This is an optimization exercise on Yosys and OpenROAD, whose aim is small area, not a production implementation. The RTL was checked by simulation tests, not by an equivalence proof against the original design. Power figures rest on the tool's default switching activity, not on a simulated workload.

==> flow/design.v <==
`timescale 1ns / 1ps
module button(clk, btn, rst_n);
    input clk;
    input btn;
    output reg rst_n;
    always @(posedge clk)
        rst_n <= ~btn;
endmodule
module debounce(clk, rst_n, upd, pb, win);
    input clk;
    input rst_n;
    input upd;
    input pb;
    output win;
    reg [2:0] run;
    always @(posedge clk)
        run <= pb ? (run[2] ? 3'd5 : run + 3'd1) : 3'd0;
    wire ns1 = run[2] & ~run[0];
    reg seen;
    always @(posedge clk)
        seen <= ~rst_n ? ns1 : (~upd & (seen | ns1));
    assign win = seen | ns1;
endmodule
`timescale 1ns / 1ps
module clock_divider(
    input clk,
    input rst_n,
    input upd,
    output note_nf,     
    output note_0,      
    output noise_nf     
    );
    localparam integer P_NOTE = 125000;
    localparam integer P_NOISE = 61025;
    localparam [6:0] NOTE_FR = P_NOTE / 1024 - 1;
    localparam [6:0] NOTE_PH = (P_NOTE % 1024) / 8;
    localparam [5:0] NOISE_FR = P_NOISE / 1024 - 1;
    localparam [9:0] NOISE_PH = P_NOISE % 1024;
    localparam [5:0] NOISE_FR0 = (P_NOISE - 1022) / 1024;
    localparam [9:0] NOISE_PH0 = (P_NOISE - 1022) % 1024;
    reg [6:0] fc;
    reg [6:0] fp;
    assign note_nf = fc == 7'd0;
    assign note_0 = note_nf & (fp == 7'd0);
    wire ld = upd & note_nf;
    wire [7:0] fp_sum = fp + (ld ? NOTE_PH : 7'd0);
    always @(posedge clk) begin
        if (~rst_n) begin
            fc <= NOTE_FR;
            fp <= NOTE_PH;
        end else begin
            fc <= ld ? NOTE_FR + fp_sum[7] : fc - upd;
            fp <= fp_sum[6:0];
        end
    end
    reg [5:0] nc;
    reg [9:0] np;
    assign noise_nf = nc == 6'd0;
    wire nld = upd & noise_nf;
    wire [10:0] np_sum = np + (nld ? NOISE_PH : 10'd0);
    always @(posedge clk) begin
        if (~rst_n) begin
            nc <= NOISE_FR0;
            np <= NOISE_PH0;
        end else begin
            nc <= nld ? NOISE_FR + np_sum[10] : nc - upd;
            np <= np_sum[9:0];
        end
    end
endmodule
`timescale 1ns / 1ps
module pulse1_gen(
    input clk,
    input rst_n,
    input upd,
    input note_nf,
    input note_0,
    input [1:0] idx,
    output reg s
    );
    reg [7:0] c;
    reg hit;
    always @(*)
        case ({s, idx})
            3'd0: hit = c == 8'd179;
            3'd1: hit = c == 8'd160;
            3'd2: hit = c == 8'd142;
            3'd3: hit = c == 8'd119;
            3'd4: hit = c == 8'd192;
            3'd5: hit = c == 8'd171;
            3'd6: hit = c == 8'd152;
            default: hit = c == 8'd128;
        endcase
    reg hit_n;
    always @(*)
        case ({s, idx})
            3'd0: hit_n = c >= 8'd160;
            3'd1: hit_n = c >= 8'd142;
            3'd2: hit_n = c >= 8'd119;
            3'd4: hit_n = c >= 8'd171;
            3'd5: hit_n = c >= 8'd152;
            3'd6: hit_n = c >= 8'd128;
            default: hit_n = 1'b0;
        endcase
    wire t = (~note_0 & hit) | (note_nf & hit_n);
    always @(posedge clk) begin
        s <= rst_n & (s ^ (upd & t));
        c <= (~rst_n | (upd & t)) ? 8'd0 : c + upd;
    end
endmodule
module pulse2_gen(
    input clk,
    input rst_n,
    input upd,
    input note_nf,
    input [4:0] sp,
    output reg s
    );
    reg [7:0] c;
    wire first = sp == 5'd0;
    wire hit = s ? (first ? c == 8'd129 : c == 8'd163)
                 : (first ? c == 8'd17 : c == 8'd22);
    wire hit_n = (&sp) & (s ? c >= 8'd129 : c >= 8'd17);
    wire t = hit | (note_nf & hit_n);
    always @(posedge clk) begin
        s <= rst_n & (s ^ (upd & t));
        c <= (~rst_n | (upd & t)) ? 8'd0 : c + upd;
    end
endmodule
`timescale 1ns / 1ps
module triangle_wave_gen(
    input clk,
    input rst_n,
    input upd,
    input ph0,
    input [9:0] ph,
    input note_nf,
    input note_0,
    input sp1,           
    input sp0,           
    output [7:0] out
    );
    reg s;
    reg [9:0] c;
    reg hit;
    always @(*)
        case ({s, sp1})
            2'd0: hit = c == 10'd745;
            2'd1: hit = c == 10'd372;
            2'd2: hit = c == 10'd746;
            default: hit = c == 10'd373;
        endcase
    wire hit_s = s ? c >= 10'd373 : c >= 10'd372;
    wire shorten = note_nf & sp0 & ~sp1;
    wire t = ((~note_0 | ~sp0) & hit) | (shorten & hit_s);
    always @(posedge clk) begin
        s <= rst_n & (s ^ (upd & t));
        c <= (~rst_n | (upd & t)) ? 10'd0 : c + upd;
    end
    function [9:0] radd;
        input [9:0] x;
        input [9:0] y;
        integer i;
        reg cy;
        begin
            cy = 1'b0;
            for (i = 0; i < 10; i = i + 1) begin
                radd[i] = x[i] ^ y[i] ^ cy;
                cy = (x[i] & y[i]) | (cy & (x[i] ^ y[i]));
            end
        end
    endfunction
    function rle;
        input [9:0] x;
        input [9:0] y;
        integer i;
        reg le;
        begin
            le = 1'b1;
            for (i = 0; i < 10; i = i + 1)
                le = y[i] ? (~x[i] | le) : (~x[i] & le);
            rle = le;
        end
    endfunction
    reg [9:0] acc;
    reg [7:0] q;
    reg ge;
    reg [9:0] wrap;    
    always @(*)
        case ({s, sp1})
            2'd0: begin ge = acc >= 10'd492; wrap = 10'd532; end
            2'd1: begin ge = acc >= 10'd119; wrap = 10'd905; end
            2'd2: begin ge = acc >= 10'd493; wrap = 10'd531; end
            default: begin ge = acc >= 10'd120; wrap = 10'd904; end
        endcase
    wire le = rle(ph, c);
    wire it = s ? (~le & (sp1 ? ph <= 10'd374 : ph <= 10'd747)) : le;
    always @(posedge clk) begin
        if (ph0) begin
            acc <= 10'd0;
            q <= 8'd0;
        end else begin
            acc <= radd(acc, it ? (ge ? wrap : 10'd254) : 10'd0);
            q <= q + (it & ge);
        end
    end
    assign out = q;
endmodule
`timescale 1ns / 1ps
module AD_envelope_gen(
    input clk,
    input rst_n,
    input upd,
    input note_start,
    output reg [6:0] q
    );
    reg s;
    reg [12:0] r;
    function [12:0] radd;
        input [12:0] x;
        input [12:0] y;
        integer i;
        reg cy;
        begin
            cy = 1'b0;
            for (i = 0; i < 13; i = i + 1) begin
                radd[i] = x[i] ^ y[i] ^ cy;
                cy = (x[i] & y[i]) | (cy & (x[i] ^ y[i]));
            end
        end
    endfunction
    wire a_wrap = r[7:0] >= 8'd73;           
    wire a_end = a_wrap & (q == 7'd126);     
    wire d_big = r >= 13'd127;               
    wire q_nz = q != 7'd0;
    wire idle = ~q_nz & (r == 13'd0);
    reg [12:0] k;
    always @(*)
        if (~s)
            k = a_wrap ? 13'd8119 : 13'd127;    
        else if (d_big)
            k = 13'd8065;                       
        else if (q_nz)
            k = 13'd4873;                       
        else
            k = 13'd409;                        
    wire step = upd & ~(s & idle);
    wire [12:0] r_n = radd(r, step ? k : 13'd0);
    wire qstep = step & (~s ? a_wrap : ~d_big);
    function [6:0] qadd;
        input [6:0] x;
        input en;
        input dn;
        integer i;
        reg cy;
        begin
            cy = en;
            for (i = 0; i < 7; i = i + 1) begin
                qadd[i] = x[i] ^ cy;
                cy = dn ? (cy & ~x[i]) : (cy & x[i]);
            end
        end
    endfunction
    always @(posedge clk) begin
        if (~rst_n | (upd & note_start)) begin
            s <= ~rst_n;
            q <= 7'd0;
            r <= 13'd0;
        end else if (upd & a_end & ~s) begin
            s <= 1'b1;
            q <= 7'd9;
            r <= 13'd176;
        end else begin
            r <= r_n;
            q <= (qstep & s & ~q_nz) ? 7'd13 : qadd(q, qstep, s);
        end
    end
endmodule
`timescale 1ns / 1ps
module noise_gen(
    input clk,
    input rst_n,
    input upd,
    input ph0,
    input [9:0] ph,
    input tick,
    input [6:0] a,
    output reg [7:0] q,
    output corr
    );
    reg [7:0] lfsr;
    always @(posedge clk) begin
        if (~rst_n)
            lfsr <= 8'd27;
        else if (upd & tick)
            lfsr <= {lfsr[6:0], lfsr[3] ^ lfsr[7]};
    end
    function rle;
        input [7:0] x;
        input [7:0] y;
        integer i;
        reg le;
        begin
            le = 1'b1;
            for (i = 0; i < 8; i = i + 1)
                le = y[i] ? (~x[i] | le) : (~x[i] & le);
            rle = le;
        end
    endfunction
    function [7:0] radd;
        input [6:0] x;
        input [6:0] y;
        input ci;
        integer i;
        reg cy;
        begin
            cy = ci;
            for (i = 0; i < 7; i = i + 1) begin
                radd[i] = x[i] ^ y[i] ^ cy;
                cy = (x[i] & y[i]) | (cy & (x[i] ^ y[i]));
            end
            radd[7] = cy;
        end
    endfunction
    reg [6:0] acc;
    reg cy;
    wire it = (ph[9:8] == 2'd0) & rle(ph[7:0], lfsr);
    wire [7:0] sum = radd(acc, it ? a : 7'd0, it & cy);
    always @(posedge clk) begin
        if (ph0) begin
            acc <= 7'd0;
            cy <= 1'b0;
            q <= {1'b0, ~a};
        end else begin
            acc <= sum[6:0];
            cy <= it ? sum[7] : cy;
            q <= q + sum[7];
        end
    end
    assign corr = (&acc[6:1]) & (acc[0] | cy);
endmodule
`timescale 1ns / 1ps
module mixer(
    input clk,
    input rst_n,
    input upd,
    input [3:0] sw,
    input [4:0] sp,
    input p1s,
    input p2s,
    input [7:0] tri_v,
    input [7:0] noise_q,
    input noise_c,       
    output reg [7:0] duty,
    output reg nz
    );
    wire a1 = ~sp[4];
    wire a2 = (sp == 5'd0) | (sp == 5'd6) | (sp == 5'd8);
    wire on1 = sw[3] & a1;
    wire on2 = sw[2] & a2;
    wire [7:0] v3 = sw[1] ? tri_v : 8'd127;
    wire [7:0] v4 = sw[0] ? noise_q : 8'd127;
    reg [9:0] k;
    always @(*)
        case ({on1, p1s, on2, p2s})
            4'b1010: k = 10'd919;    
            4'b1011: k = 10'd889;    
            4'b1110: k = 10'd905;    
            4'b1111: k = 10'd875;    
            4'b1000, 4'b1001: k = 10'd904;    
            4'b1100, 4'b1101: k = 10'd890;    
            4'b0010, 4'b0110: k = 10'd912;    
            4'b0011, 4'b0111: k = 10'd882;    
            default: k = 10'd897;    
        endcase
    function [9:0] radd;
        input [9:0] x;
        input [9:0] y;
        input ci;
        integer i;
        reg cy;
        begin
            cy = ci;
            for (i = 0; i < 10; i = i + 1) begin
                radd[i] = x[i] ^ y[i] ^ cy;
                cy = (x[i] & y[i]) | (cy & (x[i] ^ y[i]));
            end
        end
    endfunction
    wire [9:0] x = radd({2'd0, v3}, {2'd0, v4}, sw[0] & noise_c);
    wire [9:0] y = radd(x, k, 1'b0);
    wire [7:0] mix = y[9] ? 8'd0 : (y[8] ? 8'd255 : y[7:0]);
    always @(posedge clk) begin
        if (~rst_n) begin
            duty <= 8'd127;
            nz <= 1'b1;
        end else if (upd) begin
            duty <= mix;
            nz <= duty != 8'd0;
        end
    end
endmodule
`timescale 1ns / 1ps
module PWM_gen (
    input clk,
    input rst_n,
    input ph0,
    input [7:0] count,
    input [7:0] duty,
    input nz,
    output reg PWM
);
always @(posedge clk) begin
    if (~rst_n)
        PWM <= 1'b0;
    else
        PWM <= ph0 ? nz : (count < duty);
end
endmodule
`timescale 1ns / 1ps
module synth_top(
    input clk,
    input rst,
    input btnL,
    input [15:0] sw,
    output [3:0] led,
    output pmod_1,   
    output pmod_2,   
    output pmod_4    
    );
    assign led = sw[3:0];
    assign pmod_2 = 1'b1;
    assign pmod_4 = 1'b1;
    wire rst_n;
    button br(clk, rst, rst_n);
    reg [9:0] ph;
    always @(posedge clk) ph <= rst_n ? ph + 10'd1 : 10'd0;
    wire upd = ph == 10'd1022;    
    wire ph0 = ph == 10'd0;       
    wire ns_win;
    debounce dn(clk, rst_n, upd, btnL, ns_win);
    wire note_nf, note_0, noise_nf;
    clock_divider cd(clk, rst_n, upd, note_nf, note_0, noise_nf);
    reg [4:0] sp;
    always @(posedge clk)
        sp <= rst_n ? sp + (upd & note_nf) : 5'd0;
    wire p1s, p2s;
    pulse1_gen pwg1(clk, rst_n, upd, note_nf, note_0, sp[1:0], p1s);
    pulse2_gen pwg2(clk, rst_n, upd, note_nf, sp, p2s);
    wire [7:0] tri_v;
    triangle_wave_gen twg(clk, rst_n, upd, ph0, ph, note_nf, note_0, sp[1], sp[0], tri_v);
    wire [6:0] env;
    AD_envelope_gen noise_ad(clk, rst_n, upd, ns_win, env);
    wire [7:0] noise_q;
    wire noise_c;
    noise_gen ng(clk, rst_n, upd, ph0, ph, noise_nf, env, noise_q, noise_c);
    wire [7:0] duty;
    wire nz;
    mixer mx(clk, rst_n, upd, sw[3:0], sp, p1s, p2s, tri_v, noise_q, noise_c, duty, nz);
    PWM_gen audio_out(clk, rst_n, ph0, ph[7:0], duty, nz, pmod_1);
endmodule
==> flow/flow/run.sh <==
#!/bin/bash
# Layout flow: the standard synthesis, then the combinational logic of
# its netlist is re-mapped by ABC with an area-oriented script (every
# register instance is kept as it is: same name, same cell), then the standard flow's
# standard layout steps from floorplan to finish. Clock tree synthesis uses
# small buffers and no dummy loads.
set -euo pipefail
HERE=$(pwd)
R=$HERE/orfs/results/sky130hd/synth_top/base
LIB=$FLOW_HOME/platforms/sky130hd/lib/sky130_fd_sc_hd__tt_025C_1v80.lib
YOSYS=$FLOW_HOME/../tools/install/yosys/bin/yosys
[ -x "$YOSYS" ] || YOSYS=yosys

export CTS_ARGS="-sink_clustering_enable -repair_clock_nets -buf_list {sky130_fd_sc_hd__clkbuf_4 sky130_fd_sc_hd__clkbuf_8} -dont_use_dummy_load"

bash standard.sh synth > 1_standard_synth.log 2>&1
cp $R/1_2_yosys.v standard_1_2_yosys.v

cat > remap.ys <<EOY
read_liberty -ignore_miss_func $LIB
read_verilog $HERE/standard_1_2_yosys.v
hierarchy -top synth_top
setattr -mod -set keep_hierarchy 1 sky130_fd_sc_hd__dfxtp_1 sky130_fd_sc_hd__edfxtp_1 sky130_fd_sc_hd__conb_1
flatten
opt_clean
abc -liberty $LIB -dont_use sky130_fd_sc_hd__lpflow_bleeder_1 -dont_use sky130_fd_sc_hd__lpflow_clkbufkapwr_1 -dont_use sky130_fd_sc_hd__lpflow_clkbufkapwr_16 -dont_use sky130_fd_sc_hd__lpflow_clkbufkapwr_2 -dont_use sky130_fd_sc_hd__lpflow_clkbufkapwr_4 -dont_use sky130_fd_sc_hd__lpflow_clkbufkapwr_8 -dont_use sky130_fd_sc_hd__lpflow_clkinvkapwr_1 -dont_use sky130_fd_sc_hd__lpflow_clkinvkapwr_16 -dont_use sky130_fd_sc_hd__lpflow_clkinvkapwr_2 -dont_use sky130_fd_sc_hd__lpflow_clkinvkapwr_4 -dont_use sky130_fd_sc_hd__lpflow_clkinvkapwr_8 -dont_use sky130_fd_sc_hd__lpflow_decapkapwr_12 -dont_use sky130_fd_sc_hd__lpflow_decapkapwr_3 -dont_use sky130_fd_sc_hd__lpflow_decapkapwr_4 -dont_use sky130_fd_sc_hd__lpflow_decapkapwr_6 -dont_use sky130_fd_sc_hd__lpflow_decapkapwr_8 -dont_use sky130_fd_sc_hd__lpflow_inputiso0n_1 -dont_use sky130_fd_sc_hd__lpflow_inputiso0p_1 -dont_use sky130_fd_sc_hd__lpflow_inputiso1n_1 -dont_use sky130_fd_sc_hd__lpflow_inputiso1p_1 -dont_use sky130_fd_sc_hd__lpflow_inputisolatch_1 -dont_use sky130_fd_sc_hd__lpflow_isobufsrc_1 -dont_use sky130_fd_sc_hd__lpflow_isobufsrc_16 -dont_use sky130_fd_sc_hd__lpflow_isobufsrc_2 -dont_use sky130_fd_sc_hd__lpflow_isobufsrc_4 -dont_use sky130_fd_sc_hd__lpflow_isobufsrc_8 -dont_use sky130_fd_sc_hd__lpflow_isobufsrckapwr_16 -dont_use sky130_fd_sc_hd__lpflow_lsbuf_lh_hl_isowell_tap_1 -dont_use sky130_fd_sc_hd__lpflow_lsbuf_lh_hl_isowell_tap_2 -dont_use sky130_fd_sc_hd__lpflow_lsbuf_lh_hl_isowell_tap_4 -dont_use sky130_fd_sc_hd__lpflow_lsbuf_lh_isowell_4 -dont_use sky130_fd_sc_hd__lpflow_lsbuf_lh_isowell_tap_1 -dont_use sky130_fd_sc_hd__lpflow_lsbuf_lh_isowell_tap_2 -dont_use sky130_fd_sc_hd__lpflow_lsbuf_lh_isowell_tap_4 -dont_use sky130_fd_sc_hd__probe_p_8 -dont_use sky130_fd_sc_hd__probec_p_8  -script "+&get -n;&st;&dc2;&dch -f;&nf -a -R 1000;&put"
opt_clean -purge
hilomap -singleton -hicell sky130_fd_sc_hd__conb_1 HI -locell sky130_fd_sc_hd__conb_1 LO
insbuf -buf sky130_fd_sc_hd__buf_4 A X
splitnets
opt_clean -purge
stat -liberty $LIB
select synth_top
write_verilog -noattr -nohex -nodec -selected $HERE/remapped.v
EOY
ok=0
if "$YOSYS" -l 1_remap_yosys.log -s remap.ys > /dev/null 2>&1; then
    # accept only if every register instance of the standard netlist is kept
    grep -o '^ *sky130_fd_sc_hd__e\?dfxtp_1 [^ ]*' standard_1_2_yosys.v | sed 's/^ *//' | sort > regs_standard.txt
    grep -o '^ *sky130_fd_sc_hd__e\?dfxtp_1 [^ ]*' remapped.v | sed 's/^ *//' | sort > regs_remapped.txt
    if [ -s regs_standard.txt ] && cmp -s regs_standard.txt regs_remapped.txt; then ok=1; fi
fi
if [ $ok = 1 ]; then
    echo "using the re-mapped netlist" > remap_result.txt
    cp remapped.v $R/1_2_yosys.v
    rm -f $R/1_synth.odb $R/1_synth.sdc
else
    echo "re-mapping rejected; using the standard netlist" > remap_result.txt
fi

bash standard.sh > 2_standard_layout.log 2>&1
==> flow/standard.sh <==
#!/bin/bash
# synth_recipe.tcl (not shown) runs the flow's synth.tcl, then flattens the netlist and writes it again
# the make line also repeats each setting of config.mk as NAME=value (left out here)
make -C /OpenROAD-flow-scripts/flow DESIGN_CONFIG=/design/flow/config.mk WORK_HOME=/design/flow/orfs CLKGATE_MAP_FILE= SYNTH_SCRIPT=/design/flow/synth_recipe.tcl "${@:-finish}"
==> flow/config.mk <==
export PLATFORM = sky130hd
export DESIGN_NAME = synth_top
export DESIGN_NICKNAME = synth_top
export VERILOG_FILES = /design/flow/design.v
export SDC_FILE = /design/flow/constraint.sdc
export NUM_CORES = 4
export LEC_CHECK = 0
export ABC_AREA = 1
export CAP_MARGIN = 20
export CORE_MARGIN = 2
export CORE_UTILIZATION = 60
export CTS_BUF_LIST = sky130_fd_sc_hd__clkbuf_2
export SLEW_MARGIN = 20
==> flow/constraint.sdc <==
create_clock -name core_clock -period 100.0 [get_ports {clk}]
set_input_delay 20.0000 -clock core_clock [delete_from_list [all_inputs] [get_ports {clk}]]
set_output_delay 20.0000 -clock core_clock [all_outputs]
set_load 0.01 [all_outputs]
==> results.toml, run 1 <==
[outcome]
status = "finished clean"

[setup_path]
worstPathCellList = "clkdlybuf4s50_1, clkdlybuf4s50_1"
end_kind = "output port"
cp_slowest_cell = "clkdlybuf4s50_1"
worst_setup_path_start_kind = "input port"
path_class = "input port to output port"
critPathBufInv = 2
critPathMaxFanout = 6
critPathMostFrequentCell = "clkdlybuf4s50_1"
cp.required_ps = 80000
worst_ep_arrival_time_ps = 21180
slowest_delay_ps = 600
path_delay_family = "buffers and inverters"

[timing]
finalCritPeriodShare_pct = 41.2
fin_setup_tns_ps = 0
rsz0062_at_grt = "false"
hold_viol = 0
clock_skew_ps = 24.5
setup_viol_count_final = 0
fin_crit_ps = 41180
slew_viol_final = 0
worst_slew_pin_slew_ps = 859
max_freq_ghz = 0.0243
slew_headroom_pct = 42.6

[cells_and_area]
drive_above_1_share_pct = 2.43
layout.nets = 1093
diodes = 0
synthToLayoutAreaGrowth_pct = 7.42
fillCellCount = 1173

[detailed_routing]
antenna_left = 0
drt-total-wl_mm = 17.6
via_per_inst = 5.93
via_count = 7404
drtIter0Drc = 452
drc = 0
drt_pass1_iterations = 6
wire_per_inst_um = 14.1

[floorplan]
num_rows = 42
dieArea_mm2 = 0.0143
start_util_pct = 61.0
dieHeight_um = 120
pin_count = 26
dieWidth_um = 120
core_mm2 = 0.0131

[clock_network]
clock_sinks = 152
ctsLongestPathBuffers = 2
h-tree-depth = 4
clock_latency_ps = 450
cts_hold_buf = 0
cts_setup_buffers = 0
path_clk_slew_ps = 90
cts_tree = "yes"
numCtsBuffers = 17
cts.root.buffer_cell = "clkbuf_8"
cts_resized = 0

[pwr]
power_per_cell_area_mw_per_mm2 = 13.8
peakVddDrop_mv = 0.0111
p_comb_share_pct = 15.7
p_sw_w = 0.0000333
p_sw_share_pct = 28.0
power_w = 0.000119
p_int_w = 0.0000856
p_leak_nw = 3.01
pwr-share-clk_pct = 28.9
seq_power_share_pct = 55.5

[min_path]
holdCritPathClass = "flop to flop"

[global_route]
grt_max_degree = 45
antenna_found_initial = 0
grt.total_usage_pct = 25.5
grt_first_pass_wirelength_mm = 30.3
overflow = 0
grt_pass1_vias = 6590

[logic_synthesis]
synthCells = 1041
syn_area_mm2 = 0.00801
synth.avg_cell_area_um2 = 7.69
yosys_warnings = 11

[placement]
post-dp-hpwl_mm = 12.3
io_buffers = 11
gp_congestion = 0.858

[flow_run]
max_cap_violations = 0
## tightest hold or removal path, cell delays in order (launching register included)
cell and delay, ps:
dfxtp_1 320, clkinv_1 40, a21oi_1 50
## state kept, by name (all words and copies together) (netlist names), 3 cells and up
name        flops
twg.q           8
cd.nc           6
noise_ad.q      7
pwg1.c          8
dn.run          3
ng.lfsr         8
sp              5
cd.fc           7
ng.acc          7
twg.c          10
noise_ad.r     13
ph             10
cd.np          10
mx.duty         8
ng.q            8
pwg2.c          8
twg.acc        10
cd.fp           7
## layer usage
layer	track usage (%)	routed length (um)	up-vias
li1	-	-	3874
met1	33.7	8640	3382
met2	42.0	8040	131
met3	5.94	735	17
met4	6.91	227	0
met5	0	0	-
## power by group through the flow
stage	logic [W]	clock network, W	registers [W]
floorplan	0.0000149	0	0.0000667
global placement	0.0000181	0	0.0000672
detailed placement	0.0000184	0	0.0000673
CTS	0.0000186	0.0000352	0.0000659
global route	0.0000215	0.0000373	0.0000665
finish	0.0000186	0.0000343	0.0000659
## cells in the final DEF, fill, tap and decap left out, drive strengths merged, types with 6 or more instances in the layout
master / instances
or2: 7
or4: 7
nand3: 36
o21bai: 8
xnor2: 38
nand4: 11
a311oi: 6
clkbuf: 17
or3: 13
and3: 26
xor2: 18
o211ai: 6
nor2b: 13
nor2: 133
a211oi: 16
o22ai: 12
clkdlybuf4s50: 11
a21oi: 112
nor3b: 10
a21o: 9
dfxtp: 151
clkinv: 41
a31oi: 16
nor4: 19
o21a: 8
nand2: 79
buf: 7
a221oi: 7
nor3: 47
and2: 16
o21ai: 95
maj3: 10
nand2b: 23
## area by class of cell
class / instances / area (um2) / share of cell area (%)
multi-input combinational: 844 / 4780 / 55.6
sequential: 152 / 3050 / 35.5
clock buffer: 17 / 234 / 2.72
tap: 176 / 220 / 2.56
timing repair buffer: 18 / 163 / 1.89
inverter: 41 / 154 / 1.79
## per-stage QoR
step | hold slack (ps) | worst slack (ps) | std cells | utilization [%] | instance area (um2)
finish | 444 | 58820 | 1248 | 65.5 | 8600
global route | 466 | 58790 | 1248 | 65.5 | 8600
CTS | 447 | 58800 | 1248 | 65.5 | 8600
detailed placement | 432 | 58800 | 1231 | 63.7 | 8370
global placement | 430 | 58810 | 1231 | 63.7 | 8370
floorplan | 417 | 59880 | 1042 | - | 8010
## worst paths after layout
path | depth (start not counted) | slack, ps | end | start
worst max-delay path | 2 | 58820 | led[0] | sw[0]
worst min-delay path | 2 | 440 | cd.np[4] | cd.np[4]
worst max register to register | 33 | 94300 | twg.acc[9] | ph[1]
worst min register to register | 2 | 440 | cd.np[4] | cd.np[4]
==> run 2: changes to the inputs <==
--- a/flow/design.v
+++ b/flow/design.v
@@ -138,7 +138,11 @@
     input note_0,
     input sp1,           
     input sp0,           
-    output [7:0] out
+    input [7:0] lfsr,    
+    input [6:0] a,       
+    output reg [7:0] out,
+    output reg [7:0] nq,
+    output ncorr
     );
     reg s;
     reg [9:0] c;
@@ -157,19 +161,6 @@
         s <= rst_n & (s ^ (upd & t));
         c <= (~rst_n | (upd & t)) ? 10'd0 : c + upd;
     end
-    function [9:0] radd;
-        input [9:0] x;
-        input [9:0] y;
-        integer i;
-        reg cy;
-        begin
-            cy = 1'b0;
-            for (i = 0; i < 10; i = i + 1) begin
-                radd[i] = x[i] ^ y[i] ^ cy;
-                cy = (x[i] & y[i]) | (cy & (x[i] ^ y[i]));
-            end
-        end
-    endfunction
     function rle;
         input [9:0] x;
         input [9:0] y;
@@ -183,7 +174,7 @@
         end
     endfunction
     reg [9:0] acc;
-    reg [7:0] q;
+    reg cy;
     reg ge;
     reg [9:0] wrap;    
     always @(*)
@@ -195,16 +186,46 @@
         endcase
     wire le = rle(ph, c);
     wire it = s ? (~le & (sp1 ? ph <= 10'd374 : ph <= 10'd747)) : le;
+    wire nw = ph[9:8] == 2'b11;
+    wire nini = nw & (ph[7:0] == 8'd0);
+    wire [7:0] pl = ph[7:0];
+    wire nle = pl <= lfsr;
+    wire itn = nw & nle & ~nini;
+    function [10:0] radd;
+        input [9:0] x;
+        input [9:0] y;
+        input ci;
+        integer i;
+        reg cc;
+        begin
+            cc = ci;
+            radd[10] = 1'b0;
+            for (i = 0; i < 10; i = i + 1) begin
+                radd[i] = x[i] ^ y[i] ^ cc;
+                cc = (x[i] & y[i]) | (cc & (x[i] ^ y[i]));
+                if (i == 6) radd[10] = cc;
+            end
+        end
+    endfunction
+    wire [9:0] op = it ? (ge ? wrap : 10'd254) : (itn ? {3'd0, a} : 10'd0);
+    wire [10:0] sum = radd(acc, op, itn & cy);
     always @(posedge clk) begin
-        if (ph0) begin
+        if (ph0 | nini) begin
             acc <= 10'd0;
-            q <= 8'd0;
+            cy <= 1'b0;
         end else begin
-            acc <= radd(acc, it ? (ge ? wrap : 10'd254) : 10'd0);
-            q <= q + (it & ge);
+            acc <= itn ? {3'd0, sum[6:0]} : sum[9:0];
+            cy <= itn ? sum[10] : cy;
+        end
+        if (ph0) begin
+            out <= 8'd0;
+            nq <= {1'b0, ~a};
+        end else begin
+            out <= out + (it & ge);
+            nq <= nq + (itn & sum[10]);
         end
     end
-    assign out = q;
+    assign ncorr = (&acc[6:1]) & (acc[0] | cy);
 endmodule
 `timescale 1ns / 1ps
 module AD_envelope_gen(
@@ -281,63 +302,15 @@
     input clk,
     input rst_n,
     input upd,
-    input ph0,
-    input [9:0] ph,
     input tick,
-    input [6:0] a,
-    output reg [7:0] q,
-    output corr
+    output reg [7:0] lfsr
     );
-    reg [7:0] lfsr;
     always @(posedge clk) begin
         if (~rst_n)
             lfsr <= 8'd27;
         else if (upd & tick)
             lfsr <= {lfsr[6:0], lfsr[3] ^ lfsr[7]};
     end
-    function rle;
-        input [7:0] x;
-        input [7:0] y;
-        integer i;
-        reg le;
-        begin
-            le = 1'b1;
-            for (i = 0; i < 8; i = i + 1)
-                le = y[i] ? (~x[i] | le) : (~x[i] & le);
-            rle = le;
-        end
-    endfunction
-    function [7:0] radd;
-        input [6:0] x;
-        input [6:0] y;
-        input ci;
-        integer i;
-        reg cy;
-        begin
-            cy = ci;
-            for (i = 0; i < 7; i = i + 1) begin
-                radd[i] = x[i] ^ y[i] ^ cy;
-                cy = (x[i] & y[i]) | (cy & (x[i] ^ y[i]));
-            end
-            radd[7] = cy;
-        end
-    endfunction
-    reg [6:0] acc;
-    reg cy;
-    wire it = (ph[9:8] == 2'd0) & rle(ph[7:0], lfsr);
-    wire [7:0] sum = radd(acc, it ? a : 7'd0, it & cy);
-    always @(posedge clk) begin
-        if (ph0) begin
-            acc <= 7'd0;
-            cy <= 1'b0;
-            q <= {1'b0, ~a};
-        end else begin
-            acc <= sum[6:0];
-            cy <= it ? sum[7] : cy;
-            q <= q + sum[7];
-        end
-    end
-    assign corr = (&acc[6:1]) & (acc[0] | cy);
 endmodule
 `timescale 1ns / 1ps
 module mixer(
@@ -447,13 +420,15 @@
     wire p1s, p2s;
     pulse1_gen pwg1(clk, rst_n, upd, note_nf, note_0, sp[1:0], p1s);
     pulse2_gen pwg2(clk, rst_n, upd, note_nf, sp, p2s);
-    wire [7:0] tri_v;
-    triangle_wave_gen twg(clk, rst_n, upd, ph0, ph, note_nf, note_0, sp[1], sp[0], tri_v);
     wire [6:0] env;
     AD_envelope_gen noise_ad(clk, rst_n, upd, ns_win, env);
+    wire [7:0] lfsr;
+    noise_gen ng(clk, rst_n, upd, noise_nf, lfsr);
+    wire [7:0] tri_v;
     wire [7:0] noise_q;
     wire noise_c;
-    noise_gen ng(clk, rst_n, upd, ph0, ph, noise_nf, env, noise_q, noise_c);
+    triangle_wave_gen twg(clk, rst_n, upd, ph0, ph, note_nf, note_0, sp[1], sp[0],
+                          lfsr, env, tri_v, noise_q, noise_c);
     wire [7:0] duty;
     wire nz;
     mixer mx(clk, rst_n, upd, sw[3:0], sp, p1s, p2s, tri_v, noise_q, noise_c, duty, nz);
--- a/flow/flow/run.sh
+++ b/flow/flow/run.sh
@@ -11,7 +11,7 @@
 YOSYS=$FLOW_HOME/../tools/install/yosys/bin/yosys
 [ -x "$YOSYS" ] || YOSYS=yosys
 
-export CTS_ARGS="-sink_clustering_enable -repair_clock_nets -buf_list {sky130_fd_sc_hd__clkbuf_4 sky130_fd_sc_hd__clkbuf_8} -dont_use_dummy_load"
+export CTS_ARGS="-sink_clustering_enable -repair_clock_nets -buf_list sky130_fd_sc_hd__clkbuf_8 -dont_use_dummy_load"
 
 bash standard.sh synth > 1_standard_synth.log 2>&1
 cp $R/1_2_yosys.v standard_1_2_yosys.v
==> results.toml, run 2 <==
[cells_and_area]
diodes = 0
final_common_cell = "dfxtp_1"
multi_input_area_mm2 = 0.00459
seqCellArea_mm2 = 0.00291
fillCellCount = 1198
layout.nets = 1055
largest_register = "noise_ad.r"
final_cell_mix = "143 x dfxtp_1, 115 x nor2_1, 104 x nand2_1, 99 x a21oi_1, 93 x o21ai_0"
largest_register_ffs = 13
synthToLayoutAreaGrowth_pct = 7.66
drive_above_1_share_pct = 2.61

[pwr]
seq_power_share_pct = 54.9
p_sw_w = 0.0000312
p_comb_share_pct = 15.6
p_int_w = 0.0000826
pwr-share-clk_pct = 29.5
peakVddDrop_mv = 0.0107
power_per_cell_area_mw_per_mm2 = 13.7
power_w = 0.000114
p_sw_share_pct = 27.4
p_leak_nw = 2.80

[detailed_routing]
wire_per_inst_um = 13.9
drt_pass1_iterations = 5
drc = 0
drt-total-wl_mm = 16.8
antenna_left = 0
via_per_inst = 5.94
drtIter0Drc = 575
via_count = 7164

[global_route]
overflow = 0
grt_first_pass_wirelength_mm = 28.0
antenna_found_initial = 0
grt_max_degree = 72
grt_pass1_vias = 6153
grt.total_usage_pct = 25.3

[timing]
clock_skew_ps = 28.2
max_freq_ghz = 0.0242
slew_viol_final = 0
fin_crit_ps = 41380
hold_viol = 0
fin_setup_tns_ps = 0
setup_viol_count_final = 0
rsz0062_at_grt = "false"
slew_headroom_pct = 34.8
finalCritPeriodShare_pct = 41.4
worst_slew_pin_slew_ps = 965

[floorplan]
pin_count = 26
start_util_pct = 61.2
dieArea_mm2 = 0.0137
core_mm2 = 0.0126
dieWidth_um = 117
num_rows = 41
dieHeight_um = 117

[setup_path]
path_delay_family = "buffers and inverters"
path_class = "input port to output port"
startpoint = "sw[1]"
r2r_slack_ps = 93170
cp_slowest_cell = "clkdlybuf4s50_1"
worstPathCellList = "clkdlybuf4s50_1, clkdlybuf4s50_1"
critPathMaxFanout = 15
critPathBufInv = 2
critPathMostFrequentCell = "clkdlybuf4s50_1"
cp.required_ps = 80000
slowest_delay_ps = 750
r2r-start = "twg.c[1]"
worst_setup_path_start_kind = "input port"
end_kind = "output port"
worst_ep_arrival_time_ps = 21380

[clock_network]
cts_setup_buffers = 0
cts.root.buffer_cell = "clkbuf_8"
path_clk_slew_ps = 70
cts_tree = "yes"
h-tree-depth = 4
clock_latency_ps = 460
numCtsBuffers = 17
cts_hold_buf = 0
clock_sinks = 145
ctsLongestPathBuffers = 2
cts_resized = 0

[placement]
post-dp-hpwl_mm = 11.9
io_buffers = 11
gp_congestion = 0.868

[outcome]
status = "finished clean"

[logic_synthesis]
yosys_warnings = 11
syn_area_mm2 = 0.00769
synth.avg_cell_area_um2 = 7.67
synthCells = 1003

[flow_run]
max_cap_violations = 0

[min_path]
hp-start = "cd.np[7]"
holdCritPathClass = "flop to flop"
[run 2: through the flow]
step | setup WS (ps) | utilization [%] | std cells | hold WS (ps) | instance area (um2)
after floorplan | 59880 | - | 1004 | 426 | 7700
after global placement | 58630 | 64.0 | 1188 | 444 | 8050
after detailed placement | 58610 | 64.0 | 1188 | 447 | 8050
after CTS | 58610 | 65.9 | 1205 | 456 | 8280
after global routing | 58540 | 65.9 | 1206 | 486 | 8280
final | 58620 | 65.9 | 1206 | 454 | 8280
[run 2: per-layer routing]
layer | vias up | track usage (%) | share of wire [%]
li1 | 3722 | - | -
met1 | 3313 | 33.3 | 49
met2 | 111 | 42.1 | 46
met3 | 18 | 5.61 | 3.8
met4 | 0 | 6.35 | 0.96
met5 | - | 0 | 0
[run 2: worst min-delay path: stages, from the launching register on]
cell,delay [ps]
dfxtp_1,300
clkinv_1,50
a21oi_1,50
[run 2: final timing paths]
kind,end,depth (start not counted)
setup / recovery,led[1],2
hold / removal,cd.np[7],2
setup reg to reg,twg.nq[5],33
hold reg to reg,cd.np[7],2
[run 2: cell type report]
cell class	count	share of cell area [%]
sequential	145	35.2
inverter	46	2.08
multi-input combinational	808	55.4
timing repair buffer	18	1.93
clock buffer	17	2.82
tap	172	2.60
[run 2: power groups by stage]
stage               Sequential (W)  Combinational [W]  Clock [W]
floorplan                0.0000635          0.0000139          0
global placement         0.0000638          0.0000172          0
detailed placement       0.0000638          0.0000176          0
CTS                      0.0000625          0.0000176  0.0000343
global route             0.0000629          0.0000201  0.0000365
finish                   0.0000625          0.0000177  0.0000336
==> run 3: changes to the inputs <==
==> flow/flow/run.sh (replaced) <==
#!/bin/bash
# Layout flow: the standard synthesis; then the combinational logic of
# its netlist is re-mapped by ABC with area-oriented scripts (every register
# instance is kept as it is: same name, same cell) and the smallest result
# is kept; then the standard layout steps from floorplan to finish.
# Clock tree synthesis uses clkbuf_8 buffers and no dummy loads; ports are
# buffered with buf_1.
set -uo pipefail
HERE=$(pwd)
R=$HERE/orfs/results/sky130hd/synth_top/base
LIB=$FLOW_HOME/platforms/sky130hd/lib/sky130_fd_sc_hd__tt_025C_1v80.lib
YOSYS=$FLOW_HOME/../tools/install/yosys/bin/yosys
[ -x "$YOSYS" ] || YOSYS=yosys

export CTS_ARGS="-sink_clustering_enable -repair_clock_nets -buf_list sky130_fd_sc_hd__clkbuf_8 -dont_use_dummy_load"
export BUFFER_PORTS_ARGS="-buffer_cell sky130_fd_sc_hd__buf_1"

bash standard.sh synth > 1_standard_synth.log 2>&1 || exit 1
cp $R/1_2_yosys.v standard_1_2_yosys.v
grep -o '^ *sky130_fd_sc_hd__e\?dfxtp_1 [^ ]*' standard_1_2_yosys.v | sed 's/^ *//' | sort > regs_standard.txt

# remap N SCRIPT: writes remap_N.v and its area to remap_N.area
remap() {
    cat > remap_$1.ys <<EOY
read_liberty -ignore_miss_func $LIB
read_verilog $HERE/standard_1_2_yosys.v
hierarchy -top synth_top
setattr -mod -set keep_hierarchy 1 sky130_fd_sc_hd__dfxtp_1 sky130_fd_sc_hd__edfxtp_1 sky130_fd_sc_hd__conb_1
flatten
opt_clean
abc -liberty $LIB -dont_use sky130_fd_sc_hd__lpflow_bleeder_1 -dont_use sky130_fd_sc_hd__lpflow_clkbufkapwr_1 -dont_use sky130_fd_sc_hd__lpflow_clkbufkapwr_16 -dont_use sky130_fd_sc_hd__lpflow_clkbufkapwr_2 -dont_use sky130_fd_sc_hd__lpflow_clkbufkapwr_4 -dont_use sky130_fd_sc_hd__lpflow_clkbufkapwr_8 -dont_use sky130_fd_sc_hd__lpflow_clkinvkapwr_1 -dont_use sky130_fd_sc_hd__lpflow_clkinvkapwr_16 -dont_use sky130_fd_sc_hd__lpflow_clkinvkapwr_2 -dont_use sky130_fd_sc_hd__lpflow_clkinvkapwr_4 -dont_use sky130_fd_sc_hd__lpflow_clkinvkapwr_8 -dont_use sky130_fd_sc_hd__lpflow_decapkapwr_12 -dont_use sky130_fd_sc_hd__lpflow_decapkapwr_3 -dont_use sky130_fd_sc_hd__lpflow_decapkapwr_4 -dont_use sky130_fd_sc_hd__lpflow_decapkapwr_6 -dont_use sky130_fd_sc_hd__lpflow_decapkapwr_8 -dont_use sky130_fd_sc_hd__lpflow_inputiso0n_1 -dont_use sky130_fd_sc_hd__lpflow_inputiso0p_1 -dont_use sky130_fd_sc_hd__lpflow_inputiso1n_1 -dont_use sky130_fd_sc_hd__lpflow_inputiso1p_1 -dont_use sky130_fd_sc_hd__lpflow_inputisolatch_1 -dont_use sky130_fd_sc_hd__lpflow_isobufsrc_1 -dont_use sky130_fd_sc_hd__lpflow_isobufsrc_16 -dont_use sky130_fd_sc_hd__lpflow_isobufsrc_2 -dont_use sky130_fd_sc_hd__lpflow_isobufsrc_4 -dont_use sky130_fd_sc_hd__lpflow_isobufsrc_8 -dont_use sky130_fd_sc_hd__lpflow_isobufsrckapwr_16 -dont_use sky130_fd_sc_hd__lpflow_lsbuf_lh_hl_isowell_tap_1 -dont_use sky130_fd_sc_hd__lpflow_lsbuf_lh_hl_isowell_tap_2 -dont_use sky130_fd_sc_hd__lpflow_lsbuf_lh_hl_isowell_tap_4 -dont_use sky130_fd_sc_hd__lpflow_lsbuf_lh_isowell_4 -dont_use sky130_fd_sc_hd__lpflow_lsbuf_lh_isowell_tap_1 -dont_use sky130_fd_sc_hd__lpflow_lsbuf_lh_isowell_tap_2 -dont_use sky130_fd_sc_hd__lpflow_lsbuf_lh_isowell_tap_4 -dont_use sky130_fd_sc_hd__probe_p_8 -dont_use sky130_fd_sc_hd__probec_p_8  -script "$2"
opt_clean -purge
hilomap -singleton -hicell sky130_fd_sc_hd__conb_1 HI -locell sky130_fd_sc_hd__conb_1 LO
insbuf -buf sky130_fd_sc_hd__buf_4 A X
splitnets
opt_clean -purge
tee -o $HERE/remap_$1.stat stat -liberty $LIB
select synth_top
write_verilog -noattr -nohex -nodec -selected $HERE/remap_$1.v
EOY
    rm -f remap_$1.area
    if timeout 1200 "$YOSYS" -l 1_remap_$1_yosys.log -s remap_$1.ys > /dev/null 2>&1; then
        grep -o '^ *sky130_fd_sc_hd__e\?dfxtp_1 [^ ]*' remap_$1.v | sed 's/^ *//' | sort > regs_remap_$1.txt
        if [ -s regs_standard.txt ] && cmp -s regs_standard.txt regs_remap_$1.txt; then
            grep "Chip area" remap_$1.stat | tail -1 | awk '{print $NF}' > remap_$1.area
        fi
    fi
}

remap 0 "+&get -n;&st;&dc2;&dc2;&dch -f;&nf -a -R 1000;&put"
remap 1 "+&get -n;&st;&deepsyn -T 240 -o;&dch -f;&nf -a -R 1000;&put" &
remap 2 "+&get -n;&st;&deepsyn -T 240;&dch -f;&nf -a -R 1000;&put" &
remap 3 "+&get -n;&st;&deepsyn -T 240 -S 7;&dch -f;&nf -a -R 1000;&put" &
remap 4 "+&get -n;&st;&dc2;&deepsyn -T 240 -S 3;&dch -f;&nf -a -R 1000;&put" &
wait

best=""
for n in 0 1 2 3 4; do
    if [ -s remap_$n.area ]; then
        a=$(cat remap_$n.area)
        echo "remap $n: $a" >> remap_result.txt
        if [ -z "$best" ] || awk -v a="$a" -v b="$(cat remap_$best.area)" 'BEGIN{exit !(a < b)}'; then best=$n; fi
    else
        echo "remap $n: rejected" >> remap_result.txt
    fi
done
if [ -n "$best" ]; then
    echo "using remap $best" >> remap_result.txt
    cp remap_$best.v $R/1_2_yosys.v
    rm -f $R/1_synth.odb $R/1_synth.sdc
else
    echo "using the standard netlist" >> remap_result.txt
fi

bash standard.sh > 2_standard_layout.log 2>&1
--- a/flow/config.mk
+++ b/flow/config.mk
@@ -9,5 +9,4 @@
 export CAP_MARGIN = 20
 export CORE_MARGIN = 2
 export CORE_UTILIZATION = 60
-export CTS_BUF_LIST = sky130_fd_sc_hd__clkbuf_2
 export SLEW_MARGIN = 20
==> results.toml, run 3 <==
[flow_run]
max_cap_violations = 0

[timing]
hold_ws_ps = 436
worst_slew_pin_slew_ps = 779
hold_viol = 0
fin_setup_tns_ps = 0
max_freq_ghz = 0.0247
rsz0062_at_grt = "false"
setup_viol_count_final = 0
clock_skew_ps = 24.3
finalCritPeriodShare_pct = 40.4
fin_crit_ps = 40430
slew_viol_final = 0
slew_headroom_pct = 47.7

[min_path]
worstHoldPathCells = 2
holdCritPathClass = "flop to flop"
worstHoldEndpoint = "cd.np[8]"
hp-start = "cd.np[8]"

[setup_path]
cp_slowest_cell = "buf_1"
cp.required_ps = 80000
worstPathCellList = "buf_1, buf_1"
worst_setup_path_start_kind = "input port"
path_delay_family = "buffers and inverters"
worst_r2r_endpoint = "twg.nq[7]"
end_kind = "output port"
r2r_slack_ps = 92490
path_class = "input port to output port"
r2r_cells = 34
r2r-start = "ph[1]"
worst_ep_arrival_time_ps = 20430
slowest_delay_ps = 250
critPathMostFrequentCell = "buf_1"
critPathBufInv = 2
critPathMaxFanout = 8

[pwr]
power_per_cell_area_mw_per_mm2 = 14.9
seq_power_share_pct = 54.6
p_comb_share_pct = 16.9
power_w = 0.000116
p_int_w = 0.0000839
p_leak_nw = 2.73
pwr-share-clk_pct = 28.5
p_sw_share_pct = 27.6
peakVddDrop_mv = 0.00998
p_sw_w = 0.0000320

[outcome]
status = "finished clean"

[cells_and_area]
final_common_cell = "dfxtp_1"
layout.nets = 969
drive_above_1_share_pct = 2.95
fin_cells = 1095
synthToLayoutAreaGrowth_pct = 6.92
largest_register = "noise_ad.r"
final_cell_mix = "144 x dfxtp_1, 120 x nor2_1, 86 x a21oi_1, 85 x nand2_1, 70 x o21ai_0"
diodes = 0
fillCellCount = 1072
largest_register_ffs = 13

[global_route]
overflow = 0
grt_pass1_vias = 6080
antenna_found_initial = 0
grt_max_degree = 39
grt_first_pass_wirelength_mm = 27.6
grt.total_usage_pct = 26.1

[floorplan]
start_util_pct = 61.0
core_mm2 = 0.0119
dieWidth_um = 114
dieHeight_um = 114
num_rows = 40
pin_count = 26
dieArea_mm2 = 0.0130

[detailed_routing]
drt-total-wl_mm = 16.3
drt_pass1_iterations = 5
antenna_left = 0
wire_per_inst_um = 14.9
via_per_inst = 6.10
drc = 0
drtIter0Drc = 515
via_count = 6680

[logic_synthesis]
yosys_warnings = 11
synth.avg_cell_area_um2 = 7.94
synthCells = 916
syn_area_mm2 = 0.00727

[clock_network]
numCtsBuffers = 17
cts_tree = "yes"
h-tree-depth = 4
cts_setup_buffers = 0
clock_latency_ps = 450
cts_resized = 0
cts_hold_buf = 0
clock_sinks = 145
ctsLongestPathBuffers = 2
cts.root.buffer_cell = "clkbuf_8"
path_clk_slew_ps = 70

[placement]
io_buffers = 11
gp_congestion = 0.910
post-dp-hpwl_mm = 11.8
dpl.cell_count = 1078
## run 3: cell type report
| cell class | count | area, um2 | share of cell area [%] |
|---|---|---|---|
| multi-input combinational | 732 | 4210 | 54.2 |
| sequential | 145 | 2910 | 37.5 |
| clock buffer | 17 | 234 | 3.01 |
| tap | 147 | 184 | 2.37 |
| inverter | 35 | 131 | 1.69 |
| timing repair buffer | 19 | 101 | 1.30 |
## run 3: power by group through the flow
stage / combinational [W] / sequential (W) / clock, W
final: 0.0000196 / 0.0000633 / 0.0000331
after global routing: 0.0000222 / 0.0000636 / 0.0000361
after CTS: 0.0000196 / 0.0000632 / 0.0000342
after detailed placement: 0.0000194 / 0.0000645 / 0
after global placement: 0.0000187 / 0.0000644 / 0
after floorplan: 0.0000159 / 0.0000639 / 0
## run 3: worst max-delay path by stage
stage	startpoint	depth (start not counted)	slack, ps	endpoint
3_5_place_dp	sw[0]	2	59570	led[0]
3_3_place_gp	sw[0]	2	59590	led[0]
6_report	sw[0]	2	59570	led[0]
4_1_cts	sw[0]	2	59570	led[0]
5_1_grt	sw[0]	2	59530	led[0]
2_1_floorplan	sw[0]	1	59880	led[0]
## run 3: layer usage
metal	GRT usage, %	vias to the layer above	routed length (um)
met5	0	-	0
met4	8.37	0	238
met3	5.56	27	814
met2	43.3	194	7550
met1	34.2	3095	7740
li1	-	3364	-
## run 3: per-stage QoR
stage,util (%),instance area [um2],worst slack [ps]
finish,65.3,7770,59570
global route,65.3,7770,59530
CTS,65.2,7770,59570
detailed placement,63.3,7530,59570
global placement,63.3,7530,59590
floorplan,-,7270,59880
==> run 4: changes to the inputs <==
--- a/flow/design.v
+++ b/flow/design.v
@@ -28,7 +28,8 @@
     input upd,
     output note_nf,     
     output note_0,      
-    output noise_nf     
+    output noise_nf,    
+    output [4:0] sp     
     );
     localparam integer P_NOTE = 125000;
     localparam integer P_NOISE = 61025;
@@ -43,6 +44,18 @@
     assign note_nf = fc == 7'd0;
     assign note_0 = note_nf & (fp == 7'd0);
     wire ld = upd & note_nf;
+    function [6:0] inv128;
+        input [6:0] x;
+        integer i;
+        begin
+            inv128 = 7'd0;
+            for (i = 0; i < 128; i = i + 1)
+                if (((x * i) % 128) == 1)
+                    inv128 = i;
+        end
+    endfunction
+    localparam [6:0] NOTE_INV = inv128(NOTE_PH);
+    assign sp = fp[4:0] * NOTE_INV[4:0] - 5'd1;
     wire [7:0] fp_sum = fp + (ld ? NOTE_PH : 7'd0);
     always @(posedge clk) begin
         if (~rst_n) begin
@@ -413,10 +426,8 @@
     wire ns_win;
     debounce dn(clk, rst_n, upd, btnL, ns_win);
     wire note_nf, note_0, noise_nf;
-    clock_divider cd(clk, rst_n, upd, note_nf, note_0, noise_nf);
-    reg [4:0] sp;
-    always @(posedge clk)
-        sp <= rst_n ? sp + (upd & note_nf) : 5'd0;
+    wire [4:0] sp;
+    clock_divider cd(clk, rst_n, upd, note_nf, note_0, noise_nf, sp);
     wire p1s, p2s;
     pulse1_gen pwg1(clk, rst_n, upd, note_nf, note_0, sp[1:0], p1s);
     pulse2_gen pwg2(clk, rst_n, upd, note_nf, sp, p2s);
==> results.toml, run 4 <==
[outcome]
status = "finished clean"

[setup_path]
worst_setup_path_start_kind = "input port"
slowest_delay_ps = 320
worstPathCellList = "buf_1, buf_1"
cp_slowest_cell = "buf_1"
critPathMaxFanout = 12
cp.required_ps = 80000
end_kind = "output port"
path_class = "input port to output port"
path_delay_family = "buffers and inverters"
worst_ep_arrival_time_ps = 20530
critPathBufInv = 2
critPathMostFrequentCell = "buf_1"

[global_route]
overflow = 0
grt_max_degree = 41
grt_first_pass_wirelength_mm = 28.1
grt_pass1_vias = 6031
grt.total_usage_pct = 26.6
antenna_found_initial = 0

[detailed_routing]
drt_pass1_iterations = 17
via_count = 6567
drtIter0Drc = 499
drt-total-wl_mm = 16.3
antenna_left = 0
via_per_inst = 6.11
drc = 0
wire_per_inst_um = 15.2

[timing]
rsz0062_at_grt = "false"
hold_viol = 0
max_freq_ghz = 0.0247
worst_slew_pin_slew_ps = 825
clock_skew_ps = 24.0
hold_ws_ps = 454
fin_crit_ps = 40530
fin_setup_tns_ps = 0
finalCritPeriodShare_pct = 40.5
slew_headroom_pct = 44.4
setup_viol_count_final = 0
fin_ws_ps = 59470
slew_viol_final = 0

[min_path]
holdCritPathClass = "flop to flop"

[clock_network]
numCtsBuffers = 17
cts_tree = "yes"
clock_sinks = 140
h-tree-depth = 4
ctsLongestPathBuffers = 2
path_clk_slew_ps = 70
cts_hold_buf = 0
cts_setup_buffers = 0
clock_latency_ps = 440
cts.root.buffer_cell = "clkbuf_8"
cts_resized = 0

[cells_and_area]
fin_cells = 1075
synthToLayoutAreaGrowth_pct = 6.61
layout.nets = 953
final_cell_mix = "139 x dfxtp_1, 96 x nor2_1, 91 x a21oi_1, 83 x nand2_1, 68 x o21ai_0"
largest_register = "noise_ad.r"
final_common_cell = "dfxtp_1"
diodes = 0
fillCellCount = 1028
largest_register_ffs = 13
drive_above_1_share_pct = 2.58

[floorplan]
dieArea_mm2 = 0.0128
core_mm2 = 0.0115
pin_count = 26
start_util_pct = 61.8
dieWidth_um = 113
dieHeight_um = 113
num_rows = 39

[flow_run]
max_cap_violations = 0

[pwr]
peakVddDrop_mv = 0.0130
power_per_cell_area_mw_per_mm2 = 15.5
p_leak_nw = 2.65

[logic_synthesis]
synthCells = 903
yosys_warnings = 11
syn_area_mm2 = 0.00712
synth.avg_cell_area_um2 = 7.89

[placement]
gp_congestion = 0.894
dp_slack_ps = 59480
post-dp-hpwl_mm = 11.7
io_buffers = 11
dpl.cell_count = 1058
run 4: where the power goes:
part,internal (W),total (W),switching [W]
Combinational,0.0000101,0.0000234,0.0000132
Sequential,0.0000584,0.0000611,0.00000271
Clock,0.0000150,0.0000331,0.0000182
Total,0.0000835,0.000118,0.0000341
run 4: final timing paths:
check / start / endpoint / slack (ps) / cells past startpoint
setup / recovery: sw[0] / led[0] / 59470 / 2
hold / removal: cd.np[9] / cd.np[9] / 450 / 1
setup reg to reg: ph[1] / twg.nq[4] / 93700 / 30
hold reg to reg: cd.np[9] / cd.np[9] / 450 / 1
run 4: per-stage QoR:
stage	cell area (um2)	power [W]	utilization [%]
6_report	7590	0.000118	65.9
4_1_cts	7590	0.000118	65.9
3_3_place_gp	7360	0.0000845	63.9
5_1_grt	7590	0.000124	65.9
2_1_floorplan	7130	0.0000806	-
3_5_place_dp	7360	0.0000853	63.9
run 4: layout make-up:
class | count | area (um2) | share of cell area, %
Clock buffer | 17 | 234 | 3.08
Inverter | 38 | 143 | 1.88
Multi-Input combinational cell | 721 | 4150 | 54.6
Sequential cell | 140 | 2810 | 37.0
Tap cell | 143 | 179 | 2.36
Timing Repair Buffer | 16 | 78.8 | 1.04
run 4: worst register-to-register path: cells and delay by family, from the launching register on:
family,cells,cell delay [ps]
AO/OA/AOI/OAI,17,2730
XOR/XNOR,1,70
adder cells (fa/ha/maj),2,690
buffers and inverters,1,260
flip-flops,1,440
AND/OR/NAND/NOR,9,2020
run 4: per-layer routing:
| metal | wire, um | GRT usage [%] | up-vias |
|---|---|---|---|
| li1 | - | - | 3316 |
| met1 | 7780 | 36.8 | 3053 |
| met2 | 7390 | 42.8 | 178 |
| met3 | 945 | 6.37 | 20 |
| met4 | 190 | 5.85 | 0 |
| met5 | 0 | 0 | - |
==> run 5: changes to the inputs <==
--- a/flow/flow/run.sh
+++ b/flow/flow/run.sh
@@ -48,14 +48,10 @@
 }
 
 remap 0 "+&get -n;&st;&dc2;&dc2;&dch -f;&nf -a -R 1000;&put"
-remap 1 "+&get -n;&st;&deepsyn -T 240 -o;&dch -f;&nf -a -R 1000;&put" &
-remap 2 "+&get -n;&st;&deepsyn -T 240;&dch -f;&nf -a -R 1000;&put" &
-remap 3 "+&get -n;&st;&deepsyn -T 240 -S 7;&dch -f;&nf -a -R 1000;&put" &
-remap 4 "+&get -n;&st;&dc2;&deepsyn -T 240 -S 3;&dch -f;&nf -a -R 1000;&put" &
 wait
 
 best=""
-for n in 0 1 2 3 4; do
+for n in 0; do
     if [ -s remap_$n.area ]; then
         a=$(cat remap_$n.area)
         echo "remap $n: $a" >> remap_result.txt
--- a/flow/config.mk
+++ b/flow/config.mk
@@ -9,4 +9,5 @@
 export CAP_MARGIN = 20
 export CORE_MARGIN = 2
 export CORE_UTILIZATION = 60
+export GPL_TIMING_DRIVEN = 0
 export SLEW_MARGIN = 20
==> results.toml, run 5 <==
[placement]
gp_congestion = 0.899
place_area_mm2 = 0.00787
io_buffers = 11
post-dp-hpwl_mm = 13.4

[setup_path]
cp.required_ps = 80000
cp_slowest_cell = "buf_1"
path_delay_family = "buffers and inverters"
end_kind = "output port"
critPathMostFrequentCell = "buf_1"
slowest_delay_ps = 300
path_class = "input port to output port"
critPathBufInv = 3
critPathMaxFanout = 7
worst_ep_arrival_time_ps = 20620
worstPathCellList = "buf_1, buf_4, buf_1"
worst_setup_path_start_kind = "input port"

[logic_synthesis]
yosys_warnings = 11
synthCells = 986
syn_area_mm2 = 0.00752
synth.avg_cell_area_um2 = 7.63

[detailed_routing]
antenna_left = 0
drt-total-wl_mm = 18.2
via_count = 7397
drc = 0
via_per_inst = 6.22
drt_pass1_iterations = 6
drtIter0Drc = 620
wire_per_inst_um = 15.3

[clock_network]
cts_resized = 0
cts.root.buffer_cell = "clkbuf_8"
ctsLongestPathBuffers = 2
cts_hold_buf = 0
numCtsBuffers = 17
clock_latency_ps = 460
path_clk_slew_ps = 90
clock_sinks = 140
cts_tree = "yes"
cts_setup_buffers = 0
h-tree-depth = 4

[pwr]
p_sw_w = 0.0000315
peakVddDrop_mv = 0.0106
p_comb_share_pct = 16.6
power_per_cell_area_mw_per_mm2 = 13.9
seq_power_share_pct = 53.8
p_leak_nw = 2.88
p_int_w = 0.0000810
pwr-share-clk_pct = 29.7
p_sw_share_pct = 28.0

[timing]
hold_viol = 0
setup_viol_count_final = 0
rsz0062_at_grt = "false"
worst_slew_pin_slew_ps = 990
clock_skew_ps = 28.7
slew_viol_final = 0
finalCritPeriodShare_pct = 40.6
fin_crit_ps = 40620
slew_headroom_pct = 33.4
fin_setup_tns_ps = 0
max_freq_ghz = 0.0246

[outcome]
status = "finished clean"

[cells_and_area]
diodes = 0
final_cell_mix = "138 x dfxtp_1, 118 x nor2_1, 98 x a21oi_1, 95 x nand2_1, 89 x o21ai_0"
synthToLayoutAreaGrowth_pct = 7.70
drive_above_1_share_pct = 3.33
fillCellCount = 1088
largest_register_ffs = 13
largest_register = "noise_ad.r"
finalInstanceArea_mm2 = 0.00810
final_common_cell = "dfxtp_1"
layout.nets = 1043

[floorplan]
num_rows = 40
pin_count = 26
dieArea_mm2 = 0.0134
dieWidth_um = 116
start_util_pct = 62.1
dieHeight_um = 116
core_mm2 = 0.0121

[global_route]
met3_usage_pct = 6.17
overflow = 0
antenna_found_initial = 0
grt_max_degree = 32
grt.total_usage_pct = 28.0
use_met1_pct = 36.4
grt_first_pass_wirelength_mm = 30.3
met2_usage_pct = 45.8
grt_pass1_vias = 6669
gr-max-usage-layer = "met2"

[flow_run]
max_cap_violations = 0

[min_path]
holdCritPathClass = "flop to flop"
-- run 5: power groups by stage --
stage | clock network, W | registers (W) | logic (W)
after floorplan | 0 | 0.0000610 | 0.0000149
after global placement | 0 | 0.0000616 | 0.0000172
after CTS | 0.0000339 | 0.0000604 | 0.0000184
after detailed placement | 0 | 0.0000617 | 0.0000183
final | 0.0000334 | 0.0000605 | 0.0000186
after global routing | 0.0000363 | 0.0000608 | 0.0000209
-- run 5: final timing paths --
path | from | to | slack [ps] | cells after the start
worst min-delay path | cd.np[8] | cd.np[8] | 460 | 1
worst max register to register | twg.c[1] | twg.nq[4] | 92780 | 33
worst max-delay path | sw[0] | led[0] | 59380 | 3
worst min register to register | cd.np[8] | cd.np[8] | 460 | 1
-- run 5: worst reg2reg max path, delay by kind of cell (launching register included) --
kind            cells  cell delay (ps)
simple gates       20             3830
compound gates     13             2750
flops               1              560
-- run 5: stage by stage --
stage	setup slack [ps]	power [W]	hold slack (ps)	util, %	cells
final	59380	0.000112	462	66.9	1190
after CTS	59380	0.000113	457	66.9	1190
after global placement	59400	0.0000788	440	64.2	1166
after global routing	59340	0.000118	484	66.9	1190
after floorplan	59880	0.0000759	426	-	987
after detailed placement	59380	0.0000800	443	64.9	1173
-- run 5: routing by layer --
layer / part of all wire, % / vias up
met5: 0 / -
li1: - / 3650
met2: 47 / 244
met4: 2.6 / 0
met3: 5.9 / 53
met1: 45 / 3450
-- run 5: cell type report --
type                            instances  area (um2)  share of cell area (%)
Multi-Input combinational cell        797        4530                    55.9
Buffer                                  5        37.5                   0.463
Tap cell                              168         210                    2.60
Clock buffer                           17         234                    2.89
Inverter                               45         169                    2.09
Timing Repair Buffer                   18         106                    1.31
Sequential cell                       140        2810                    34.7
==> run 6: changes to the inputs <==
--- a/flow/flow/run.sh
+++ b/flow/flow/run.sh
@@ -48,10 +48,14 @@
 }
 
 remap 0 "+&get -n;&st;&dc2;&dc2;&dch -f;&nf -a -R 1000;&put"
+remap 1 "+&get -n;&st;&deepsyn -T 240;&put;dch -f;amap -m" &
+remap 2 "+&get -n;&st;&deepsyn -T 240 -S 3;&put;dch -f;amap -m" &
+remap 3 "+&get -n;&st;&deepsyn -T 240 -S 7;&put;dch -f;amap -m" &
+remap 4 "+&get -n;&st;&deepsyn -T 240 -S 11;&put;dch -f;amap -m" &
 wait
 
 best=""
-for n in 0; do
+for n in 0 1 2 3 4; do
     if [ -s remap_$n.area ]; then
         a=$(cat remap_$n.area)
         echo "remap $n: $a" >> remap_result.txt
--- a/flow/config.mk
+++ b/flow/config.mk
@@ -9,5 +9,4 @@
 export CAP_MARGIN = 20
 export CORE_MARGIN = 2
 export CORE_UTILIZATION = 60
-export GPL_TIMING_DRIVEN = 0
 export SLEW_MARGIN = 20
==> results.toml, run 6 <==
[timing]
fin_ws_ps = 59720
hold_viol = 0
clock_skew_ps = 18.9
fin_setup_tns_ps = 0
finalCritPeriodShare_pct = 40.3
slew_headroom_pct = 34.6
worst_slew_pin_slew_ps = 957
rsz0062_at_grt = "false"
slew_viol_final = 0
max_freq_ghz = 0.0248
fin_crit_ps = 40280
hold_ws_ps = 448
setup_viol_count_final = 0

[clock_network]
cts.root.buffer_cell = "clkbuf_8"
clock_latency_ps = 450
clock_sinks = 140
ctsLongestPathBuffers = 2
numCtsBuffers = 17
cts_setup_buffers = 0
cts_hold_buf = 0
cts_resized = 0
h-tree-depth = 4
cts_tree = "yes"
path_clk_slew_ps = 60

[cells_and_area]
fin_util_pct = 65.6
diodes = 0
fillCellCount = 1037
largest_register = "noise_ad.r"
final_cell_mix = "206 x nor2_1, 139 x dfxtp_1, 129 x clkinv_1, 86 x o21ai_0, 83 x nand2_1"
largest_register_ffs = 13
layout.nets = 1029
drive_above_1_share_pct = 2.18
final_common_cell = "nor2_1"
synthToLayoutAreaGrowth_pct = 6.47

[setup_path]
r2r-start = "ph[1]"
r2r_slack_ps = 93460
critPathMostFrequentCell = "buf_1"
worst_r2r_endpoint = "twg.nq[6]"
r2r_cells = 45
critPathMaxFanout = 3
worstPathCellList = "buf_1, buf_1"
cp.required_ps = 80000
worst_ep_arrival_time_ps = 20280
worst_setup_path_start_kind = "input port"
critPathBufInv = 2
startpoint = "sw[0]"
slowest_delay_ps = 160
path_class = "input port to output port"
end_kind = "output port"
path_delay_family = "buffers and inverters"
cp_slowest_cell = "buf_1"
crit_end = "led[0]"
crit_cells = 2

[min_path]
hp-start = "cd.fc[6]"
holdCritPathClass = "flop to flop"

[detailed_routing]
drc = 0
via_count = 6937
via_per_inst = 6.03
drt_pass1_iterations = 6
antenna_left = 0
drtIter0Drc = 599
drt-total-wl_mm = 16.8
wire_per_inst_um = 14.6

[floorplan]
dieWidth_um = 112
dieHeight_um = 112
dieArea_mm2 = 0.0126
core_mm2 = 0.0114
num_rows = 39
pin_count = 26
start_util_pct = 61.6

[outcome]
status = "finished clean"

[logic_synthesis]
synth.avg_cell_area_um2 = 7.18
synthCells = 980
syn_area_mm2 = 0.00703
yosys_warnings = 11

[placement]
dp_slack_ps = 59710
post-dp-hpwl_mm = 12.8
io_buffers = 11
gp_congestion = 0.923

[global_route]
grt.total_usage_pct = 27.7
grt_pass1_vias = 6559
grt_max_degree = 21
grt_first_pass_wirelength_mm = 29.0
antenna_found_initial = 0
overflow = 0

[flow_run]
max_cap_violations = 0

[pwr]
p_leak_nw = 2.49
peakVddDrop_mv = 0.0119
power_per_cell_area_mw_per_mm2 = 14.7
run 6: worst min path at each step:
stage	endpoint	cells after the start
after global placement	cd.fc[6]	2
final	cd.fc[6]	2
after floorplan	ph[0]	1
after global routing	ph[0]	1
after detailed placement	cd.fc[6]	2
after CTS	cd.fc[6]	2
run 6: worst reg2reg max path, delay by kind of cell, from the launching register on:
family	cells	cell delay, ps
AO/OA/AOI/OAI	25	3730
AND/OR/NAND/NOR	17	1800
buffers and inverters	3	460
flip-flops	1	440
run 6: area by class of cell:
class	count	area, um2	share of cell area [%]
Tap cell	143	179	2.39
Clock buffer	17	234	3.12
Sequential cell	140	2810	37.6
Multi-Input combinational cell	707	3710	49.5
Timing Repair Buffer	15	71.3	0.952
Inverter	129	484	6.47
run 6: layer usage:
layer | GRT usage, % | share of wire (%) | vias up
met4 | 9.67 | 1.9 | 0
met5 | 0 | 0 | -
li1 | - | - | 3541
met2 | 45.7 | 46 | 181
met1 | 35.7 | 47 | 3181
met3 | 6.64 | 5.2 | 34
run 6: per-stage QoR:
stage	instances	instance area, um2	power [W]
floorplan	981	7040	0.0000743
global placement	1134	7250	0.0000770
detailed placement	1134	7250	0.0000778
CTS	1151	7480	0.000111
global route	1151	7490	0.000116
finish	1151	7490	0.000110
run 6: report_power, final:
part           switching (W)  total (W)  internal, W
sequential        0.00000216  0.0000603    0.0000582
combinational      0.0000109  0.0000166   0.00000572
clock              0.0000183  0.0000332    0.0000149

[what the ideal ports hide]
In the flow no input, the clock included, has a driving cell. The finished layouts below were timed again as built, in two steps. Step 1, drivers: a clkbuf_16 drives clk and a buf_2 each remaining input, both assumed. Step 2 adds t to the input delays and takes it off the output delays; t is the mean of the earliest and latest rising clock arrival at the registers after step 1. Input paths then give back, and output paths get back, about the clock's delay inside the block. a / b / c = ideal ports / drivers / drivers and shift; a / b = the first two.
| run | t, ns | slack for setup (ns) | worst hold slack (ns) |
|---|---|---|---|
| run 1 | 0.478 | 58.821 / 58.799 / 58.799 | 0.444 / 0.444 / 0.444 |
| run 2 | 0.484 | 58.620 / 58.598 / 58.598 | 0.454 / 0.454 / 0.454 |
| run 3 | 0.471 | 59.565 / 59.541 / 59.541 | 0.436 / 0.436 / 0.436 |
| run 4 | 0.467 | 59.475 / 59.448 / 59.448 | 0.454 / 0.454 / 0.454 |
| run 5 | 0.485 | 59.383 / 59.361 / 59.361 | 0.462 / 0.462 / 0.462 |
| run 6 | 0.476 | 59.716 / 59.692 / 59.692 | 0.448 / 0.448 / 0.448 |
After both steps setup and hold are still met in every run listed. The setup slack of run 4, which loses most, moves by -0.027 ns with the drivers and by -0.027 ns with both steps.
